Source: an optimization exercise on an open RTL-to-GDS flow (aim: small area). Production flows keep margins and buffers that such runs may drop.
Where RTL was checked, it was by simulation tests only, not by an equivalence proof against the original.

==> inputs of run a <==
## traffic
module traffic( rst, clk,
                dip, bt,
                bt_manual,
                led_red, led_yellow, led_green, led_left,
                led_walk_red, led_walk_green,
                LCD_RS, LCD_RW,
                LCD_DATA, LED_out);
==> flow/config.mk <==
export PLATFORM = sky130hd
export DESIGN_NAME = traffic
export DESIGN_NICKNAME = traffic
export VERILOG_FILES = /design/flow/design.v
export SDC_FILE = /design/flow/constraint.sdc
export NUM_CORES = 4
export LEC_CHECK = 0
export CAP_MARGIN = 20
export CORE_MARGIN = 2
export CORE_UTILIZATION = 40
export SLEW_MARGIN = 20
==> flow/constraint.sdc <==
create_clock -name core_clock -period 10.0 [get_ports {clk}]
set_input_delay 2.0000 -clock core_clock [delete_from_list [all_inputs] [get_ports {clk}]]
set_output_delay 2.0000 -clock core_clock [all_outputs]
set_load 0.01 [all_outputs]
standard.sh (not shown) runs the stock make flow with config.mk's settings and CLKGATE_MAP_FILE= SYNTH_SCRIPT=/design/flow/synth_recipe.tcl, a recipe that flattens the netlist after the stock synthesis.
==> flow/flow/run.sh <==
#!/bin/bash
# Own layout flow: the standard flow (standard.sh), with
#  - the standard synthesis, except that ABC maps the logic with an area-oriented
#    script (flow/abc.script) instead of ORFS's speed script;
#  - port buffers of the smallest buffer cell;
#  - clock tree buffers from CTS_BUF_LIST without dummy loads.
# Each tool's output is in orfs/logs/; make's own output in own_flow_make.log.
set -euo pipefail
W=$(pwd)
F=$W/flow
sed -e "s|^  log_cmd abc {\*}\$abc_args|  set abc_args [lreplace \$abc_args 1 1 $F/abc.script]\n  log_cmd abc {*}\$abc_args|" \
    "$FLOW_HOME/scripts/synth.tcl" > "$W/own_synth_body.tcl"
grep -q "$F/abc.script" "$W/own_synth_body.tcl"
sed -e "s|source \$::env(SCRIPTS_DIR)/synth.tcl|source $W/own_synth_body.tcl|" "$W/synth_recipe.tcl" > "$W/own_synth.tcl"
grep -q own_synth_body "$W/own_synth.tcl"
CTS="-sink_clustering_enable -repair_clock_nets -dont_use_dummy_load -buf_list sky130_fd_sc_hd__clkbuf_8"
bash "$W/standard.sh" "SYNTH_SCRIPT=$W/own_synth.tcl" \
    "BUFFER_PORTS_ARGS=-buffer_cell sky130_fd_sc_hd__buf_1" \
    "CTS_ARGS=$CTS" finish > "$W/own_flow_make.log" 2>&1
==> flow/flow/abc.script <==
strash
&get -n
&deepsyn -T 60
&put
dch -f
amap
topo
stime -c
==> run b (differences from run a) <==
--- a/flow/design.v
+++ b/flow/design.v
@@ -60,58 +60,55 @@
     end else begin
         bt_d <= bt;
         bt_d2 <= bt_d;
         hplus_d <= bt_d & ~bt_d2;
     end
+wire e_s1  = tick_d;
+wire e_s10 = tick_d & s1_9;
+wire e_m1  = w_m;
+wire e_m10 = w_m & m1_9;
+wire wrap23 = h10[1] & h1[1] & h1[0];
 always @(posedge clk or posedge rst)
     if (rst) begin
         s1 <= 4'd0; s10 <= 3'd0;
-    end else if (tick_d) begin
-        if (s59) begin
-            s1 <= 4'd0; s10 <= 3'd0;
-        end else if (s1_9) begin
-            s1 <= 4'd0; s10 <= s10 + 3'd1;
-        end else
-            s1 <= s1 + 4'd1;
-    end
-always @(posedge clk or posedge rst)
-    if (rst) begin
         m1 <= 4'd0; m10 <= 3'd0;
-    end else if (w_m) begin
-        if (m59) begin
-            m1 <= 4'd0; m10 <= 3'd0;
-        end else if (m1_9) begin
-            m1 <= 4'd0; m10 <= m10 + 3'd1;
-        end else
-            m1 <= m1 + 4'd1;
-    end
-always @(posedge clk or posedge rst)
-    if (rst) begin
         h1 <= 4'd0; h10 <= 2'd0;
-    end else if (h_inc) begin
-        if (h1_9) begin
-            h1 <= 4'd0; h10 <= h10 + 2'd1;
-        end else if (h10[1] & h1[1] & h1[0]) begin    
-            h1 <= 4'd0; h10 <= 2'd0;
-        end else
-            h1 <= h1 + 4'd1;
+    end else begin
+        s1  <= s1 ^ {e_s1 & s1[0] & (s1[3] | (s1[1] & s1[2])),
+                     e_s1 & s1[0] & s1[1],
+                     e_s1 & s1[0] & ~s1[3],
+                     e_s1};
+        s10 <= s10 ^ {e_s10 & s10[0] & (s10[1] | s10[2]),
+                      e_s10 & s10[0] & ~s10[2],
+                      e_s10};
+        m1  <= m1 ^ {e_m1 & m1[0] & (m1[3] | (m1[1] & m1[2])),
+                     e_m1 & m1[0] & m1[1],
+                     e_m1 & m1[0] & ~m1[3],
+                     e_m1};
+        m10 <= m10 ^ {e_m10 & m10[0] & (m10[1] | m10[2]),
+                      e_m10 & m10[0] & ~m10[2],
+                      e_m10};
+        h1  <= h1 ^ {h_inc & h1[0] & (h1[3] | (h1[1] & h1[2])),
+                     h_inc & h1[0] & h1[1] & ~h10[1],
+                     h_inc & h1[0] & ~h1[3],
+                     h_inc};
+        h10 <= h10 ^ {h_inc & ((h1_9 & h10[0]) | wrap23),
+                      h_inc & h1_9};
     end
 wire daynight = ~((h10 == 2'd0 & h1[3]) | (h10 == 2'd1) | (h10[1] & ~(h1[1] & h1[0])));
 reg [7:0] bm_d;
 reg [3:0] trig;
 wire [7:0] bm_e = bt_manual & ~bm_d;
-wire [2:0] bm_idx = {bm_e[7] | bm_e[6] | bm_e[5] | bm_e[4],
-                     bm_e[7] | bm_e[6] | bm_e[3] | bm_e[2],
-                     bm_e[7] | bm_e[5] | bm_e[3] | bm_e[1]};
-wire bm_lo_any = |bm_e[3:0];
-wire bm_hi_any = |bm_e[7:4];
-wire bm_lo_mul = (bm_e[0] & (bm_e[1] | bm_e[2] | bm_e[3])) |
-                 (bm_e[1] & (bm_e[2] | bm_e[3])) | (bm_e[2] & bm_e[3]);
-wire bm_hi_mul = (bm_e[4] & (bm_e[5] | bm_e[6] | bm_e[7])) |
-                 (bm_e[5] & (bm_e[6] | bm_e[7])) | (bm_e[6] & bm_e[7]);
-wire bm_mul = bm_lo_mul | bm_hi_mul | (bm_lo_any & bm_hi_any);
+wire a01 = bm_e[0] | bm_e[1], m01 = bm_e[0] & bm_e[1];
+wire a23 = bm_e[2] | bm_e[3], m23 = bm_e[2] & bm_e[3];
+wire a45 = bm_e[4] | bm_e[5], m45 = bm_e[4] & bm_e[5];
+wire a67 = bm_e[6] | bm_e[7], m67 = bm_e[6] & bm_e[7];
+wire bm_lo_any = a01 | a23, bm_lo_mul = m01 | m23 | (a01 & a23);
+wire bm_hi_any = a45 | a67, bm_hi_mul = m45 | m67 | (a45 & a67);
 wire bm_any = bm_lo_any | bm_hi_any;
+wire bm_mul = bm_lo_mul | bm_hi_mul | (bm_lo_any & bm_hi_any);
+wire [2:0] bm_idx = {bm_hi_any, a23 | a67, bm_e[1] | bm_e[3] | bm_e[5] | bm_e[7]};
 always @(posedge clk or posedge rst)
     if (rst) begin
         bm_d <= 8'd0;
         trig <= 4'd0;
     end else begin
@@ -124,21 +121,23 @@
                  SA2 = 4'b1000, SE2 = 4'b1100, SMUL = 4'b1111;
 localparam [1:0] M_NIGHT = 2'b00, M_DAY = 2'b01, M_MAN = 2'b10, M_PEND = 2'b11;
 localparam [6:0] C1_START = 7'b0000001, C1_E0 = 7'b1100000, C1_E1 = 7'b1111000;
 reg c1p;
 reg [6:0] c1q;
-reg [6:0] cc;      
+reg hf;
+reg [5:0] d;
 reg [1:0] md;
 reg [3:0] st, st2;
 wire step_end = c1p & (c1q == C1_E1);                               
 wire flick    = c1p;                                               
 wire pend     = md[1] & md[0];
-wire jump     = pend & cc[2];                                      
-wire at_lim   = md[1] ? (cc[6] & cc[5] & cc[4] & cc[3]) :
-                md[0] ? (cc[5] & cc[3]) : (cc[6] & cc[4]);
-wire beyond   = at_lim & cc[0];
-wire half     = md[1] ? (cc <= 7'd60) : md[0] ? (cc <= 7'd20) : (cc <= 7'd40);
+wire jump     = pend & ~d[2] & ~d[1] & ~d[0];                      
+wire d_zero   = (d == 6'd0);
+wire at_lim   = ~hf & (d == 6'd1);                                 
+wire beyond   = ~hf & d_zero;                                      
+wire half     = hf;
+wire [5:0] d_half = md[1] ? 6'd60 : md[0] ? 6'd20 : 6'd40;
 wire jmul     = (st2 == SMUL);
 wire c1_run = ~jump & ~step_end & ~trig_any & ~beyond;
 always @(posedge clk or posedge rst)
     if (rst) begin
         c1p <= 1'b0;
@@ -150,46 +149,40 @@
         c1p <= 1'b0;
         c1q <= C1_START;
     end
 always @(posedge clk or posedge rst)
     if (rst) begin
-        cc <= 7'd0;
+        hf <= 1'b1;
+        d <= 6'd40;
         md <= M_NIGHT;
     end else if (jump) begin
         if (!jmul) begin
-            cc <= 7'd0;
+            hf <= 1'b1;
+            d <= 6'd60;
             md <= M_MAN;
         end
     end else if (step_end) begin
-        cc <= cc + 7'd1;
+        if (hf & d_zero) begin
+            hf <= 1'b0;
+            d <= d_half;
+        end else
+            d <= d - 6'd1;
     end else if (trig_any) begin
         md <= M_PEND;
-        cc <= 7'd0;
+        hf <= 1'b1;
+        d <= 6'd60;
     end else if (beyond) begin
-        cc <= 7'd0;
+        hf <= 1'b1;
+        d <= daynight ? 6'd40 : 6'd20;
         md <= daynight ? M_NIGHT : M_DAY;
     end
-reg [3:0] nxt;
-always @(*)
-    if (!daynight)
-        case (st2)
-            SA1: nxt = SD;
-            SD:  nxt = SF;
-            SF:  nxt = SE1;
-            SE1: nxt = SG;
-            SG:  nxt = SE2;
-            default: nxt = SA1;
-        endcase
-    else
-        case (st2)
-            SB:  nxt = SA1;
-            SA1: nxt = SC;
-            SC:  nxt = SA2;
-            SA2: nxt = SE1;
-            SE1: nxt = SH;
-            default: nxt = SB;
-        endcase
+wire s0 = st2[0], s1x = st2[1], s2 = st2[2], s3 = st2[3], dn = daynight;
+wire [3:0] nxt = {(~s0 & s1x & ~s2 & dn) | (~s0 & s1x & s2 & ~dn),
+                  (s0 & s1x & ~s2 & ~dn) | (~s0 & ~s1x & s2 & ~s3) | (~s2 & s3 & dn) |
+                  (~s0 & s2 & ~s3 & ~dn) | (s0 & ~s1x & s2 & ~dn),
+                  ~s0 & ~s1x & ~s3,
+                  (~s0 & ~s1x & ~s2 & ~s3 & ~dn) | (s0 & s1x & ~s2) | (s2 & dn)};
 always @(posedge clk or posedge rst)
     if (rst) begin
         st <= SB;
         st2 <= SB;
     end else if (jump) begin
==> flow/flow/abc.script (replaced) <==
strash
&get -n
&deepsyn -T 60
&put
dch -f
amap -Q 0
topo
stime -c
==> run c (differences from run a) <==
--- a/flow/design.v
+++ b/flow/design.v
@@ -60,42 +60,41 @@
     end else begin
         bt_d <= bt;
         bt_d2 <= bt_d;
         hplus_d <= bt_d & ~bt_d2;
     end
+wire e_s1  = tick_d;
+wire e_s10 = tick_d & s1_9;
+wire e_m1  = w_m;
+wire e_m10 = w_m & m1_9;
+wire wrap23 = h10[1] & h1[1] & h1[0];
 always @(posedge clk or posedge rst)
     if (rst) begin
         s1 <= 4'd0; s10 <= 3'd0;
-    end else if (tick_d) begin
-        if (s59) begin
-            s1 <= 4'd0; s10 <= 3'd0;
-        end else if (s1_9) begin
-            s1 <= 4'd0; s10 <= s10 + 3'd1;
-        end else
-            s1 <= s1 + 4'd1;
-    end
-always @(posedge clk or posedge rst)
-    if (rst) begin
         m1 <= 4'd0; m10 <= 3'd0;
-    end else if (w_m) begin
-        if (m59) begin
-            m1 <= 4'd0; m10 <= 3'd0;
-        end else if (m1_9) begin
-            m1 <= 4'd0; m10 <= m10 + 3'd1;
-        end else
-            m1 <= m1 + 4'd1;
-    end
-always @(posedge clk or posedge rst)
-    if (rst) begin
         h1 <= 4'd0; h10 <= 2'd0;
-    end else if (h_inc) begin
-        if (h1_9) begin
-            h1 <= 4'd0; h10 <= h10 + 2'd1;
-        end else if (h10[1] & h1[1] & h1[0]) begin    
-            h1 <= 4'd0; h10 <= 2'd0;
-        end else
-            h1 <= h1 + 4'd1;
+    end else begin
+        s1  <= s1 ^ {e_s1 & s1[0] & (s1[3] | (s1[1] & s1[2])),
+                     e_s1 & s1[0] & s1[1],
+                     e_s1 & s1[0] & ~s1[3],
+                     e_s1};
+        s10 <= s10 ^ {e_s10 & s10[0] & (s10[1] | s10[2]),
+                      e_s10 & s10[0] & ~s10[2],
+                      e_s10};
+        m1  <= m1 ^ {e_m1 & m1[0] & (m1[3] | (m1[1] & m1[2])),
+                     e_m1 & m1[0] & m1[1],
+                     e_m1 & m1[0] & ~m1[3],
+                     e_m1};
+        m10 <= m10 ^ {e_m10 & m10[0] & (m10[1] | m10[2]),
+                      e_m10 & m10[0] & ~m10[2],
+                      e_m10};
+        h1  <= h1 ^ {h_inc & h1[0] & (h1[3] | (h1[1] & h1[2])),
+                     h_inc & h1[0] & h1[1] & ~h10[1],
+                     h_inc & h1[0] & ~h1[3],
+                     h_inc};
+        h10 <= h10 ^ {h_inc & ((h1_9 & h10[0]) | wrap23),
+                      h_inc & h1_9};
     end
 wire daynight = ~((h10 == 2'd0 & h1[3]) | (h10 == 2'd1) | (h10[1] & ~(h1[1] & h1[0])));
 reg [7:0] bm_d;
 reg [3:0] trig;
 wire [7:0] bm_e = bt_manual & ~bm_d;
@@ -124,21 +123,23 @@
                  SA2 = 4'b1000, SE2 = 4'b1100, SMUL = 4'b1111;
 localparam [1:0] M_NIGHT = 2'b00, M_DAY = 2'b01, M_MAN = 2'b10, M_PEND = 2'b11;
 localparam [6:0] C1_START = 7'b0000001, C1_E0 = 7'b1100000, C1_E1 = 7'b1111000;
 reg c1p;
 reg [6:0] c1q;
-reg [6:0] cc;      
+reg hf;
+reg [5:0] d;
 reg [1:0] md;
 reg [3:0] st, st2;
 wire step_end = c1p & (c1q == C1_E1);                               
 wire flick    = c1p;                                               
 wire pend     = md[1] & md[0];
-wire jump     = pend & cc[2];                                      
-wire at_lim   = md[1] ? (cc[6] & cc[5] & cc[4] & cc[3]) :
-                md[0] ? (cc[5] & cc[3]) : (cc[6] & cc[4]);
-wire beyond   = at_lim & cc[0];
-wire half     = md[1] ? (cc <= 7'd60) : md[0] ? (cc <= 7'd20) : (cc <= 7'd40);
+wire jump     = pend & ~d[2] & ~d[1] & ~d[0];                      
+wire d_zero   = (d == 6'd0);
+wire at_lim   = ~hf & (d == 6'd1);                                 
+wire beyond   = ~hf & d_zero;                                      
+wire half     = hf;
+wire [5:0] d_half = md[1] ? 6'd60 : md[0] ? 6'd20 : 6'd40;
 wire jmul     = (st2 == SMUL);
 wire c1_run = ~jump & ~step_end & ~trig_any & ~beyond;
 always @(posedge clk or posedge rst)
     if (rst) begin
         c1p <= 1'b0;
@@ -150,24 +151,32 @@
         c1p <= 1'b0;
         c1q <= C1_START;
     end
 always @(posedge clk or posedge rst)
     if (rst) begin
-        cc <= 7'd0;
+        hf <= 1'b1;
+        d <= 6'd40;
         md <= M_NIGHT;
     end else if (jump) begin
         if (!jmul) begin
-            cc <= 7'd0;
+            hf <= 1'b1;
+            d <= 6'd60;
             md <= M_MAN;
         end
     end else if (step_end) begin
-        cc <= cc + 7'd1;
+        if (hf & d_zero) begin
+            hf <= 1'b0;
+            d <= d_half;
+        end else
+            d <= d - 6'd1;
     end else if (trig_any) begin
         md <= M_PEND;
-        cc <= 7'd0;
+        hf <= 1'b1;
+        d <= 6'd60;
     end else if (beyond) begin
-        cc <= 7'd0;
+        hf <= 1'b1;
+        d <= daynight ? 6'd40 : 6'd20;
         md <= daynight ? M_NIGHT : M_DAY;
     end
 reg [3:0] nxt;
 always @(*)
     if (!daynight)
==> run d (differences from run a) <==
--- a/flow/design.v
+++ b/flow/design.v
@@ -124,21 +124,23 @@
                  SA2 = 4'b1000, SE2 = 4'b1100, SMUL = 4'b1111;
 localparam [1:0] M_NIGHT = 2'b00, M_DAY = 2'b01, M_MAN = 2'b10, M_PEND = 2'b11;
 localparam [6:0] C1_START = 7'b0000001, C1_E0 = 7'b1100000, C1_E1 = 7'b1111000;
 reg c1p;
 reg [6:0] c1q;
-reg [6:0] cc;      
+reg hf;
+reg [5:0] d;
 reg [1:0] md;
 reg [3:0] st, st2;
 wire step_end = c1p & (c1q == C1_E1);                               
 wire flick    = c1p;                                               
 wire pend     = md[1] & md[0];
-wire jump     = pend & cc[2];                                      
-wire at_lim   = md[1] ? (cc[6] & cc[5] & cc[4] & cc[3]) :
-                md[0] ? (cc[5] & cc[3]) : (cc[6] & cc[4]);
-wire beyond   = at_lim & cc[0];
-wire half     = md[1] ? (cc <= 7'd60) : md[0] ? (cc <= 7'd20) : (cc <= 7'd40);
+wire jump     = pend & ~d[2] & ~d[1] & ~d[0];                      
+wire d_zero   = (d == 6'd0);
+wire at_lim   = ~hf & (d == 6'd1);                                 
+wire beyond   = ~hf & d_zero;                                      
+wire half     = hf;
+wire [5:0] d_half = md[1] ? 6'd60 : md[0] ? 6'd20 : 6'd40;
 wire jmul     = (st2 == SMUL);
 wire c1_run = ~jump & ~step_end & ~trig_any & ~beyond;
 always @(posedge clk or posedge rst)
     if (rst) begin
         c1p <= 1'b0;
@@ -150,24 +152,32 @@
         c1p <= 1'b0;
         c1q <= C1_START;
     end
 always @(posedge clk or posedge rst)
     if (rst) begin
-        cc <= 7'd0;
+        hf <= 1'b1;
+        d <= 6'd40;
         md <= M_NIGHT;
     end else if (jump) begin
         if (!jmul) begin
-            cc <= 7'd0;
+            hf <= 1'b1;
+            d <= 6'd60;
             md <= M_MAN;
         end
     end else if (step_end) begin
-        cc <= cc + 7'd1;
+        if (hf & d_zero) begin
+            hf <= 1'b0;
+            d <= d_half;
+        end else
+            d <= d - 6'd1;
     end else if (trig_any) begin
         md <= M_PEND;
-        cc <= 7'd0;
+        hf <= 1'b1;
+        d <= 6'd60;
     end else if (beyond) begin
-        cc <= 7'd0;
+        hf <= 1'b1;
+        d <= daynight ? 6'd40 : 6'd20;
         md <= daynight ? M_NIGHT : M_DAY;
     end
 reg [3:0] nxt;
 always @(*)
     if (!daynight)
==> impl_metrics.xml <==
<?xml version="1.0" encoding="UTF-8"?>
<metrics>
  <group name="outcome">
    <metric name="status" unit="">timing/DRC/antenna clean</metric>
  </group>
  <group name="timing">
    <metric name="final_critical_path_setup_slack" unit="ns">5.08</metric>
  </group>
  <group name="clock_network">
    <metric name="clock_latency" unit="ns">0.36</metric>
  </group>
  <group name="critical_path">
    <metric name="r2r_setup_slack" unit="ns">5.15</metric>
  </group>
  <group name="logic_synthesis">
    <metric name="cells_taking_the_most_area_after_synthesis" unit="">sky130_fd_sc_hd__dfrtp_1 (41%), sky130_fd_sc_hd__nor2_1 (9.4%), sky130_fd_sc_hd__dfstp_2 (7.3%), sky130_fd_sc_hd__clkinv_1 (6.3%), sky130_fd_sc_hd__ha_1 (4.0%)</metric>
    <metric name="synth.net_count" unit="">576</metric>
    <metric name="avgSynthCellArea" unit="µm²">8.49</metric>
    <metric name="post_synthesis_share_of_cell_area_spent_on_and_or_nand_and_nor_gates" unit="">0.214</metric>
  </group>
  <group name="drt">
    <metric name="drt-met1-wl" unit="µm">4620</metric>
  </group>
  <group name="power_and_ir_drop">
    <metric name="clock_group" unit="µW">189</metric>
    <metric name="share_comb_of_total_power" unit="">0.116</metric>
  </group>
  <group name="global_route">
    <metric name="gr-usage-met3" unit="">0.0474</metric>
    <metric name="grt_util_met2" unit="">0.292</metric>
  </group>
</metrics>
the above is filed under run d

==> impl_metrics.xml <==
<?xml version="1.0" encoding="UTF-8"?>
<metrics>
  <group name="place">
    <metric name="hpwl_dp" unit="µm">8150</metric>
  </group>
  <group name="logic_synthesis">
    <metric name="cells_taking_the_most_area_after_synthesis" unit="">sky130_fd_sc_hd__dfrtp_1 (43%), sky130_fd_sc_hd__nor2_1 (9.0%), sky130_fd_sc_hd__clkinv_1 (7.0%), sky130_fd_sc_hd__dfstp_2 (5.7%), sky130_fd_sc_hd__ha_1 (4.0%)</metric>
    <metric name="avgSynthCellArea" unit="µm²">8.49</metric>
    <metric name="synth.net_count" unit="">575</metric>
    <metric name="post_synthesis_share_of_cell_area_spent_on_and_or_nand_and_nor_gates" unit="">0.207</metric>
  </group>
  <group name="timing">
    <metric name="tns" unit="ns">0</metric>
  </group>
  <group name="global_route">
    <metric name="gr-usage-met3" unit="">0.0365</metric>
    <metric name="grt_util_met2" unit="">0.285</metric>
  </group>
  <group name="finish">
    <metric name="number_of_filler_instances_in_the_final_layout" unit="">1140</metric>
  </group>
  <group name="clock_network">
    <metric name="clock_edge_transition_at_the_registers_on_the_reported_setup_and_hold_paths" unit="ns">0.09</metric>
    <metric name="post-cts-setup-buffers" unit="">0</metric>
    <metric name="clock_latency" unit="ns">0.37</metric>
  </group>
  <group name="power_and_ir_drop">
    <metric name="clock_group" unit="µW">191</metric>
    <metric name="share_comb_of_total_power" unit="">0.145</metric>
  </group>
  <group name="outcome">
    <metric name="status" unit="">timing/DRC/antenna clean</metric>
  </group>
  <group name="critical_path">
    <metric name="r2r_setup_slack" unit="ns">5.80</metric>
  </group>
  <group name="drt">
    <metric name="drt-met1-wl" unit="µm">4760</metric>
  </group>
</metrics>
the above is filed under run a

==> impl_metrics.xml <==
<?xml version="1.0" encoding="UTF-8"?>
<metrics>
  <group name="outcome">
    <metric name="status" unit="">timing/DRC/antenna clean</metric>
  </group>
  <group name="place">
    <metric name="io_buffers" unit="">54</metric>
  </group>
  <group name="global_route">
    <metric name="grt_busiest_layer" unit="">met2</metric>
    <metric name="gr-usage-met3" unit="">0.0355</metric>
  </group>
  <group name="logic_synthesis">
    <metric name="post_synthesis_share_of_cell_area_spent_on_and_or_nand_and_nor_gates" unit="">0.209</metric>
    <metric name="avgSynthCellArea" unit="µm²">8.50</metric>
    <metric name="cells_taking_the_most_area_after_synthesis" unit="">sky130_fd_sc_hd__dfrtp_1 (42%), sky130_fd_sc_hd__nor2_1 (8.3%), sky130_fd_sc_hd__dfstp_2 (7.5%), sky130_fd_sc_hd__clkinv_1 (7.1%), sky130_fd_sc_hd__o21ai_0 (3.7%)</metric>
  </group>
  <group name="drt">
    <metric name="drt-met1-wl" unit="µm">5200</metric>
    <metric name="finalWirelength" unit="µm">10700</metric>
    <metric name="final_antenna_net_count" unit="">0</metric>
  </group>
  <group name="critical_path">
    <metric name="cpMostUsedCell" unit="">sky130_fd_sc_hd__nor2_1</metric>
    <metric name="ff2ff_path_depth" unit="">10</metric>
    <metric name="worst-path-max-fanout" unit="">9</metric>
    <metric name="r2r_setup_slack" unit="ns">7.08</metric>
  </group>
  <group name="power_and_ir_drop">
    <metric name="share_comb_of_total_power" unit="">0.226</metric>
    <metric name="clock_group" unit="µW">192</metric>
    <metric name="p_int" unit="µW">556</metric>
  </group>
  <group name="timing">
    <metric name="final_critical_path_setup_slack" unit="ns">5.15</metric>
  </group>
</metrics>
the above is filed under run b

==> impl_metrics.xml <==
<?xml version="1.0" encoding="UTF-8"?>
<metrics>
  <group name="outcome">
    <metric name="status" unit="">timing/DRC/antenna clean</metric>
  </group>
  <group name="logic_synthesis">
    <metric name="cells_taking_the_most_area_after_synthesis" unit="">sky130_fd_sc_hd__dfrtp_1 (43%), sky130_fd_sc_hd__nor2_1 (8.3%), sky130_fd_sc_hd__dfstp_2 (7.6%), sky130_fd_sc_hd__clkinv_1 (6.1%), sky130_fd_sc_hd__o21ai_0 (4.3%)</metric>
    <metric name="avgSynthCellArea" unit="µm²">8.61</metric>
    <metric name="synthCells" unit="">525</metric>
    <metric name="post_synthesis_share_of_cell_area_spent_on_and_or_nand_and_nor_gates" unit="">0.212</metric>
    <metric name="synth.net_count" unit="">551</metric>
  </group>
  <group name="clock_network">
    <metric name="clock_latency" unit="ns">0.36</metric>
  </group>
  <group name="timing">
    <metric name="final_critical_path_setup_slack" unit="ns">5.07</metric>
  </group>
  <group name="power_and_ir_drop">
    <metric name="clock_group" unit="µW">191</metric>
    <metric name="share_comb_of_total_power" unit="">0.231</metric>
  </group>
  <group name="drt">
    <metric name="drt_first_pass_iters" unit="">5</metric>
    <metric name="drt-met1-wl" unit="µm">4700</metric>
  </group>
  <group name="global_route">
    <metric name="grt_util_met2" unit="">0.313</metric>
  </group>
  <group name="critical_path">
    <metric name="critPathCaptureType" unit="">output pin</metric>
    <metric name="worst-path-max-fanout" unit="">6</metric>
  </group>
</metrics>
the above is filed under run c

For run a, run c and run d, only the layout was checked, not whether the RTL still works.

static timing again, ports no longer ideal:
In the flow no input, the clock included, has a driving cell. The finished layouts below were timed again as built, in two steps.
Step 1 assumes that a clkbuf_16 drives the clock port and a buf_2 every other input.
Step 2 also shifts input and output timing later by t, the mid clock arrival at the registers, as if the neighbouring blocks saw the same clock.
Three values: ideal, step 1, step 2; two values: the first two.
run | t (ns) | slack for setup (ns) | cell pins on the clock port's net
run a | 0.388 | 5.180 / 5.149 / 5.537 | 1
run b | 0.373 | 5.148 / 5.117 / 5.491 | 1
run c | 0.371 | 5.068 / 5.038 / 5.409 | 1
run d | 0.385 | 5.078 / 5.043 / 5.154 | 1
After both steps every run listed still meets setup and hold.
